Context: an optimization exercise on an open-source flow, tuned for small area, a short achievable clock period and few clock cycles per item. The choices shown serve that exercise and are no tape-out recipe.
Function was checked by simulation only, so behaviour that the tests miss may differ from the original.

==> design.v <==
module mul_invert_2(
input i_clk,i_rst,i_start,
input [31:0] i_operand_a,
input [31:0] i_operand_b,
output reg [31:0] o_operand_o,
output o_exception,o_overflow,o_underflow,
output reg o_done
);
wire overflow,underflow;
reg [8:0] exponent;
wire [8:0] sum_exponent;
reg [22:0] product_mantissa;
wire [23:0] op_a,op_b;
reg [47:0] product;
wire [47:0] product_normalised;
reg [31:0] temp_o;
wire sign,normalised,zero;
wire exception,round;
reg [1:0] cnt;					 
assign o_exception = exception;
assign o_overflow  = overflow;
assign o_underflow = underflow;
assign sign = i_operand_a[31] ^ i_operand_b[31];				 
assign exception = (&i_operand_a[30:23]) | (&i_operand_b[30:23]);  
assign op_a = (|i_operand_a[30:23]) ? {1'b1,i_operand_a[22:0]} : {1'b0,i_operand_a[22:0]};
assign op_b = (|i_operand_b[30:23]) ? {1'b1,i_operand_b[22:0]} : {1'b0,i_operand_b[22:0]};
assign normalised = product[47] ? 1'b1 : 1'b0;
assign product_normalised = normalised ? product : product << 1;
assign round = |product_normalised[22:0];
assign zero = exception ? 1'b0 : (product_mantissa == 23'd0) ? 1'b1 : 1'b0;
assign sum_exponent = i_operand_a[30:23] + i_operand_b[30:23];
assign overflow = ((exponent[8] & !exponent[7]) & !zero); 									 
assign underflow = ((exponent[8] & exponent[7]) & !zero) ? 1'b1 : 1'b0; 							 
always@(posedge i_clk,posedge i_rst) begin
if(i_rst) begin
o_operand_o <= 32'b0;
exponent <= 8'b0;
product_mantissa <= 23'b0;
product <= 48'b0;
end
else begin
 product <= op_a * op_b;
 product_mantissa <= product_normalised[46:24] + (product_normalised[23] & round);
 exponent <= sum_exponent - 8'd127 + normalised;
 o_operand_o <= exception ? 32'd0 : zero ? {sign,31'd0} : overflow ? {sign,8'hFF,23'd0} : underflow ? {sign,31'd0} : {sign,exponent[7:0],product_mantissa};
end
end
always@(posedge i_clk,posedge i_rst) begin
if(i_rst) begin
cnt <= 2'd0;
o_done <= 1'b0;
end
else if(i_start) begin
cnt <= 2'd1;
o_done <= 1'b0;
end
else if(cnt == 2'd2) begin
cnt <= 2'd0;
o_done <= 1'b1;
end
else if(cnt != 2'd0) begin
cnt <= cnt + 2'd1;
end
end
endmodule
==> run.sh <==
#!/bin/bash
# synth_recipe.tcl (not shown) runs the flow's synth.tcl, then flattens the netlist and writes it again
# the make line also repeats each setting of config.mk as NAME=value (left out here)
make -C /OpenROAD-flow-scripts/flow DESIGN_CONFIG=/design/flow/config.mk WORK_HOME=/design/flow/orfs CLKGATE_MAP_FILE= SYNTH_SCRIPT=/design/flow/synth_recipe.tcl finish
==> config.mk <==
export PLATFORM = sky130hd
export DESIGN_NAME = mul_invert_2
export DESIGN_NICKNAME = mul_invert_2
export VERILOG_FILES = /design/flow/design.v
export SDC_FILE = /design/flow/constraint.sdc
export NUM_CORES = 4
export LEC_CHECK = 0
export CAP_MARGIN = 20
export CORE_MARGIN = 2
export CORE_UTILIZATION = 40
export SLEW_MARGIN = 20
==> constraint.sdc <==
create_clock -name core_clock -period 8.5 [get_ports {i_clk}]
set_input_delay 1.7000 -clock core_clock [delete_from_list [all_inputs] [get_ports {i_clk}]]
set_output_delay 1.7000 -clock core_clock [all_outputs]
set_load 0.01 [all_outputs]
==> results of run 1 <==
==> worst max-delay path, delay by kind of cell <==
kind	cells	cell delay, ns
compound gates	6	1.12
simple gates	3	0.62
buf+inv	6	1.05
xor+xnor	1	0.16
fa+ha+maj	8	3.85
==> layout by cell type, fill, tap and decap left out, types with 8 or more instances in the layout <==
| cell type | instances |
|---|---|
| inv_1 | 530 |
| fa_1 | 483 |
| nand2_1 | 388 |
| and2_1 | 269 |
| ha_1 | 192 |
| dfrtp_1 | 115 |
| clkdlybuf4s50_1 | 102 |
| buf_4 | 85 |
| a21oi_1 | 78 |
| xnor2_1 | 52 |
| nor2_1 | 31 |
| a21o_1 | 30 |
| xor2_1 | 29 |
| buf_12 | 25 |
| o21ai_0 | 24 |
| nand3_1 | 23 |
| clkbuf_16 | 17 |
| nor4_1 | 14 |
| nand4_1 | 13 |
| nor2b_1 | 8 |
| nor3_1 | 8 |
==> cells by family after synthesis <==
family / share of synthesized area [%]
AOI/OAI and AO/OA: 5.09
xor gates and xnor gates: 3.06
adders and majority gates: 52.1
buffers and inverters: 10.5
DFF: 12.4
muxes: 0.308
and+or+nand+nor: 16.5
==> area by class of cell <==
cell class / instances / share of cell area, %
Clock buffer: 20 / 1.72
Clock inverter: 12 / 0.759
Sequential cell: 115 / 10.8
Timing Repair Buffer: 212 / 8.13
Inverter: 531 / 7.51
Multi-Input combinational cell: 1733 / 67.4
Tap cell: 765 / 3.60
==> flip-flops by register name, indices dropped and copies added, names as in the netlist <==
signal,cells
o_operand_o,32
product_mantissa,23
exponent,9
cnt,2
product,48
o_done,1
==> through the flow <==
step	cell area (sq um)	hold WS (ns)	setup WS (ns)	std cells
after detailed placement	25900	0.428	-0.196	3356
after floorplan	23200	0.408	0.565	2496
after global placement	25900	0.420	-0.104	3356
after CTS	26500	0.437	0.214	3388
after global routing	26600	0.473	-0.0131	3388
final	26600	0.444	0.323	3388
==> metal layers <==
| layer | track usage (%) | up-vias | part of all wire (%) |
|---|---|---|---|
| li1 | - | 7641 | - |
| met1 | 26.3 | 8497 | 43 |
| met2 | 34.3 | 457 | 49 |
| met3 | 2.79 | 79 | 5.8 |
| met4 | 5.18 | 0 | 1.8 |
| met5 | 0 | - | 0 |
==> worst paths after layout <==
path                                       end  cells after the start
max reg2reg                        exponent[8]                     15
min                                     cnt[1]                      1
max                                product[42]                     24
max in group asynchronous  product_mantissa[0]                      3
min reg2reg                             cnt[1]                      1
min in group asynchronous               cnt[0]                      2
==> summary.txt, run 1 <==
* Register area at 2880 sq um
* CTS tree: built
* Ys async rst share at 100%
* Run status: complete, no violations
* Crit end category: flip-flop
* Number of antenna violations at the first check in global routing at 0
* Root Driver: clkbuf_16
* Final setup viols at 0
* Fin. Hold Viols at 0
* Multi-input gate area at 17900 sq um
* Tightest Pin Transition at 0.742 ns
* DR iter-0 viols at 861
* Sequential area share after synthesis at 12.4%
* WP data required at 8.83 ns
* Total number of yosys warnings at 1
* Die X at 245 microns
* Skew final at 0.00991 ns
* Slowest stage delay, CP at 0.77 ns
* Relative slew slack at 50.5%
* Fillers at 5401
* Post-cts resize count at 0
* Final setup TNS at 0 ns
* Area Overhead vs Synth at 14.6%
* Setup Buffers After CTS at 0
* Mapped Area at 23200 sq um
* Syn Area/Cell at 9.29 sq um
* Max Slew Vio Count at 0
* Ys flop type: dfrtp_1
* Arrival @ worst endpoint at 8.51 ns
* Die Area at 59900 sq um
* CP Launch Type: input pin
* Global-route wire length before repair at 95.6 mm
* Largest area contributor in the netlist: fa_1
* Path category of the worst min-delay check: reg2reg
* Synth top area cells: fa_1, dfrtp_1, ha_1
* Htree depth at 4
* Worst path slowest cell: clkdlybuf4s50_1
* Synthesized instance count at 2496
* Vias in the first global route at 18.7k
* Layout cell share with drive strength beyond 1 at 6.63%
* Netlist cell types at 59
* Synth Register Bits at 115
* GPL Wtd Cong at 0.902
* Clock buffer count from CTS at 17
* Util after Layout at 46.2%
* CP Max Fanout at 8
* Initial DRT Pass Iterations at 7
* Clk slew on worst S/H paths at 0.06 ns
* Die H at 245 microns
* Later-pin clock latency in the skew report at 0.41 ns
* Fmax at 122 MHz
* Max-Cap Viols at 0
* Number of port buffers at 102
* Ant diodes at 0
* Wire per inst at 16.6 microns
* I/O pin cnt at 103
* Initial core utilization at 40.3%
* Syn Nets at 3238
* Total global-route track usage at 19.9%
* Top cell type's share of synthesized area at 41.7%
* Core area at 57500 sq um
* Cell repeated most along the worst path: fa_1
* Vias at 16.7k
* R2R Setup Slk at 5.10 ns
* Detail Route Antenna Nets at 0
* Synth cell count leaders: inv_1, fa_1, nand2_1
* WS Path Type: in2reg
* Final Net Count at 3352
* Most frequent cell after synthesis: inv_1
* Shortest period the worst path allows at 8.18 ns
* HPWL Detailed at 47.5 mm
* Worst r2r src: product[47]
* Gr ovfl total at 0
* CP startpoint: i_operand_b[11]
* Vias per cell at 4.92
* Post-synth EDFFs at 0
* HP Start: cnt[1]
* Remaining DRCs at 0
* Worst-path cell chain: clkdlybuf4s50_1 > nand2_1 > fa_1 > inv_1 > fa_1 > inv_1 > fa_1 > inv_1 > fa_1 > inv_1 > fa_1 > fa_1 > inv_1 > fa_1 > ha_1 > nand4_1 > nor4_1 > a21oi_1 > a31oi_2 > o221ai_2 > a21oi_2 > a41oi_2 > o21ai_1 > xor2_1
* Drt total wl at 56.3 mm
* Deepest clock path buffer count at 2
* FP Rows at 88
* Clock tree sinks at 115
* Final worst path period share at 96.2%
* Largest net degree at the start of global routing at 62
* Cts hold-fix bufs at 0
Testbench counts, summed over its fixed seeds: cycles 96,000, items 32,000.
==> inputs of run 2 (changes only) <==
==> design.v (replaced) <==
module mul_invert_2(
input i_clk,i_rst,i_start,
input [31:0] i_operand_a,
input [31:0] i_operand_b,
output [31:0] o_operand_o,
output o_exception,o_overflow,o_underflow,
output reg o_done
);
wire [7:0] ea = i_operand_a[30:23];
wire [7:0] eb = i_operand_b[30:23];
wire [23:0] ma = {|ea, i_operand_a[22:0]};
wire [23:0] mb = {|eb, i_operand_b[22:0]};
wire [47:0] p = ma * mb;
reg [47:22] prod;		 
reg sticky;			 
reg [8:0] exp_sum;		 
reg exc, sgn;
always @(posedge i_clk) begin
  prod <= p[47:22];
  sticky <= |p[21:0];
  exp_sum <= {1'b0,ea} + {1'b0,eb} - 9'd127;
  exc <= (&ea) | (&eb);
  sgn <= i_operand_a[31] ^ i_operand_b[31];
end
always @(posedge i_clk or posedge i_rst) begin
  if (i_rst) o_done <= 1'b0;
  else if (i_start) o_done <= 1'b1;
end
wire n = prod[47];
wire [22:0] mant = n ? prod[46:24] + (prod[23] & (prod[22] | sticky))
                     : prod[45:23] + (prod[22] & sticky);
wire [8:0] e = exp_sum + n;
wire zero = !exc & (mant == 23'd0);
assign o_overflow  = e[8] & !e[7] & !zero;
assign o_underflow = e[8] & e[7] & !zero;
assign o_exception = exc;
assign o_operand_o = exc ? 32'd0 : zero ? {sgn,31'd0} : o_overflow ? {sgn,8'hFF,23'd0} :
                     o_underflow ? {sgn,31'd0} : {sgn,e[7:0],mant};
endmodule
==> run 2 against run 1 <==
Effect of this change: register-to-register slack improved by 2.6 ns; count of clock-buffer cells in the layout fell by 15; hold slack improved by 0.026 ns; sequential share of layout area fell by 7.7 points; maximum frequency fell by 0.79%; cell area fell by 4.8%; global-route usage rose by 1.1 points; synthesized cell count rose by 1.6%.
==> summary.txt, run 2 <==
* Synth Register Bits at 39 (was 115)
* Commonest non-fill, non-tap cell in the layout: inv_1 (unchanged)
* Number of port buffers at 102 (unchanged)
* CP Launch Type: input pin (unchanged)
* Die Area at 56700 sq um (was 59900 sq um)
* Worst hold slack at 0.470 ns (was 0.444 ns)
* Cts hold-fix bufs at 0 (unchanged)
* Path category of the worst min-delay check: reg2reg (unchanged)
* Sequential area share after synthesis at 3.58% (was 12.4%)
* Drt total wl at 57.2 mm (was 56.3 mm)
* Reg-to-Reg End: o_done (was exponent[8])
* Biggest register: prod (was product)
* Wire per inst at 16.9 microns (was 16.6 microns)
* Arrival @ worst endpoint at 8.41 ns (was 8.51 ns)
* Clock buffer count from CTS at 5 (was 17)
* Synth top area cells: fa_1, ha_1, inv_1 (was fa_1, dfrtp_1, ha_1)
* R2R Setup Slk at 7.73 ns (was 5.10 ns)
* Detail Route Antenna Nets at 0 (unchanged)
* Max Slew Vio Count at 0 (unchanged)
* Top cell type's share of synthesized area at 44.1% (was 41.7%)
* Layout cell share with drive strength beyond 1 at 8.84% (was 6.63%)
* Max-Cap Viols at 0 (unchanged)
* WS Path Type: in2reg (unchanged)
* Post-synth EDFFs at 0 (unchanged)
* Initial core utilization at 40.6% (was 40.3%)
* Hold Path Depth at 1 (unchanged)
* Shortest period the worst path allows at 8.24 ns (was 8.18 ns)
* Relative slew slack at 40.7% (was 50.5%)
* Synth cell count leaders: inv_1, fa_1, nand2_1 (unchanged)
* Vias in the first global route at 19.0k (was 18.7k)
* I/O pin cnt at 103 (unchanged)
* Mapped Area at 21900 sq um (was 23200 sq um)
* Worst path slowest cell: fa_1 (was clkdlybuf4s50_1)
* Ant diodes at 0 (unchanged)
* Worst-case reg-to-reg path depth at 1 (was 15)
* Synthesized instance count at 2537 (was 2496)
* Total number of yosys warnings at 1 (unchanged)
* Skew final at 0 ns (was 0.00991 ns)
* HP Start: o_done (was cnt[1])
* Commonest non-fill, non-tap cells in the layout: inv_1, fa_1, nand2_1 (unchanged)
* Gr ovfl total at 0 (unchanged)
* Clock tree sinks at 39 (was 115)
* Die X at 238 microns (was 245 microns)
* Initial DRT Pass Iterations at 5 (was 7)
* Largest area contributor in the netlist: fa_1 (unchanged)
* GPL Wtd Cong at 0.936 (was 0.902)
* WP data required at 8.67 ns (was 8.83 ns)
* Ys async rst share at 2.56% (was 100%)
* Slowest stage delay, CP at 0.56 ns (was 0.77 ns)
* Die H at 238 microns (was 245 microns)
* Root Driver: clkbuf_16 (unchanged)
* Top flop regs: prod x26, exp_sum x9 (was product x48, o_operand_o x32, product_mantissa x23)
* Clk slew on worst S/H paths at 0.06 ns (about the same)
* Vias per cell at 5.11 (was 4.92)
* Run status: complete, no violations (unchanged)
* Final worst path period share at 97.0% (was 96.2%)
* Core area at 54000 sq um (was 57500 sq um)
* HPWL Detailed at 49.6 mm (was 47.5 mm)
* Ys flop type: dfxtp_1 (was dfrtp_1)
* Tightest Pin Transition at 0.882 ns (was 0.742 ns)
* Cell repeated most along the worst path: fa_1 (unchanged)
* Area Overhead vs Synth at 15.3% (was 14.6%)
* Final Net Count at 3435 (was 3352)
* Syn Area/Cell at 8.64 sq um (was 9.29 sq um)
* Global-route wire length before repair at 96.6 mm (was 95.6 mm)
* Number of antenna violations at the first check in global routing at 0 (unchanged)
* DR iter-0 viols at 973 (was 861)
* Largest net degree at the start of global routing at 49 (was 62)
* Final setup viols at 0 (unchanged)
* Remaining DRCs at 0 (unchanged)
* FP Rows at 85 (was 88)
* Htree depth at 2 (was 4)
* Syn Nets at 3282 (was 3238)
* Worst-path cell chain: clkdlybuf4s50_1 > nor4_2 > nand2_2 > buf_4 > and2_1 > ha_1 > fa_1 > fa_1 > inv_1 > fa_1 > fa_1 > inv_1 > fa_1 > fa_1 > ha_1 > inv_1 > o21bai_1 > a2111oi_2 > o21ai_1 > nand4b_1 > nand2_1 > or2_2 > a211oi_1 > nor2_1 (was clkdlybuf4s50_1 > nand2_1 > fa_1 > inv_1 > fa_1 > inv_1 > fa_1 > inv_1 > fa_1 > inv_1 > fa_1 > fa_1 > inv_1 > fa_1 > ha_1 > nand4_1 > nor4_1 > a21oi_1 > a31oi_2 > o221ai_2 > a21oi_2 > a41oi_2 > o21ai_1 > xor2_1)
* CTS tree: built (unchanged)
* Fin. Hold Viols at 0 (unchanged)
* Vias at 17.3k (was 16.7k)
* Netlist cell types at 74 (was 59)
* Max reg flops at 26 (was 48)
* Fmax at 121 MHz (was 122 MHz)
* Most frequent cell after synthesis: inv_1 (unchanged)
* Crit end category: flip-flop (unchanged)
* Deepest clock path buffer count at 2 (unchanged)
* Total global-route track usage at 21.0% (was 19.9%)
* Later-pin clock latency in the skew report at 0.28 ns (was 0.41 ns)
* CP Max Fanout at 23 (was 8)
* Worst r2r src: o_done (was product[47])
* Worst Hold End: o_done (was cnt[1])
run 2: cell types whose count changed after synthesis, sizes merged, moves of 13 or more:
cell / change
dfrtp: -114
and2: -44
dfxtp: +38
nor2: +27
nand4: +21
nand2: +19
nor3: +16
a21oi: -13
run 2: per-layer routing:
metal	GRT usage [%]	vias up	routed length, microns	part of all wire [%]
met3	2.08	80	3160	5.5
li1	-	7960	-	-
met4	4.70	0	1130	2.0
met5	0	-	0	0
met2	35.1	501	26700	47
met1	29.5	8753	26200	46
run 2: logic make-up (layout without fill, tap and decap cells):
logic type,after synthesis,after routing,synth area share (%)
and+or+nand+nor,839,839,18.9
muxes,12,12,0.559
DFF,39,39,3.58
adders and majority gates,678,678,55.2
AOI/OAI and AO/OA,212,212,6.34
xor gates and xnor gates,88,88,3.51
buffers and inverters,669,823,11.9
run 2: layout make-up:
type	count	area [sq um]
clock inverter	3	20.0
clock buffer	5	125
sequential	39	787
timing repair buffer	273	2780
fill	5182	28700
inverter	542	2030
multi-input combinational	1829	18700
tap	696	871
run 2: through the flow:
step / setup TNS [ns] / util [%] / cells / setup WS [ns] / cell area, sq um
floorplan: 0 / - / 2537 / 0.389 / 21900
global placement: -1.90 / 46.2 / 3375 / -0.344 / 25000
detailed placement: -3.18 / 46.2 / 3375 / -0.478 / 25000
CTS: 0 / 46.5 / 3383 / 0.00444 / 25100
global route: -0.0307 / 46.8 / 3387 / -0.0194 / 25300
finish: 0 / 46.8 / 3387 / 0.257 / 25300
run 2: worst max path at each step:
stage / start / endpoint / slack [ns] / depth (start not counted)
after floorplan: i_operand_a[23] / prod[44] / 0.39 / 24
after global placement: i_operand_a[23] / prod[44] / -0.34 / 24
after detailed placement: i_operand_a[23] / prod[44] / -0.48 / 24
after CTS: i_operand_a[26] / prod[44] / 0.004 / 24
after global routing: i_operand_b[0] / sticky / -0.02 / 25
final: i_operand_a[29] / prod[40] / 0.26 / 24
run 2: critical path: cells and delay by family:
family / cells / cell delay [ns]
adders and majority gates: 8 / 3.69
and+or+nand+nor: 7 / 1.22
buffers and inverters: 5 / 0.91
AOI/OAI and AO/OA: 4 / 0.86
run 2: what timing repair did:
action                     4_1_cts  5_1_grt
setup endpoints to repair        6       16
pin swaps                        3       19
setup buffers                    0        4
resized for setup                5       35
Testbench counts of run 2, summed over its fixed seeds: cycles 32,000, items 32,000.

re-timing with driven ports:
In the flow no input, the clock included, has a driving cell. The finished layouts below were timed again as built, in two steps.
Step 1 sets driving cells, clkbuf_16 on the clock port and buf_2 on the other inputs (assumed; they add their load-dependent delay and slew).
Step 2 adds t to the input delays and takes it off the output delays; t is the mean of the earliest and latest rising clock arrival at the registers after step 1. Input paths then give back, and output paths get back, about the clock's delay inside the block.
Slacks: ideal / step 1 / step 2; pairs: ideal / step 1.
| run | t (ns) | setup slack, ns | worst register clock-pin slew, ns |
|---|---|---|---|
| run 1 | 0.443 | 0.323 / 0.337 / -0.105 | 0.06 / 0.06 |
| run 2 | 0.316 | 0.257 / 0.271 / -0.045 | 0.06 / 0.06 |
With both steps, setup timing fails in run 1 and run 2, where it was met with ideal ports. The setup slack of run 1, which loses most, moves by +0.014 ns with the drivers and by -0.428 ns with both steps.
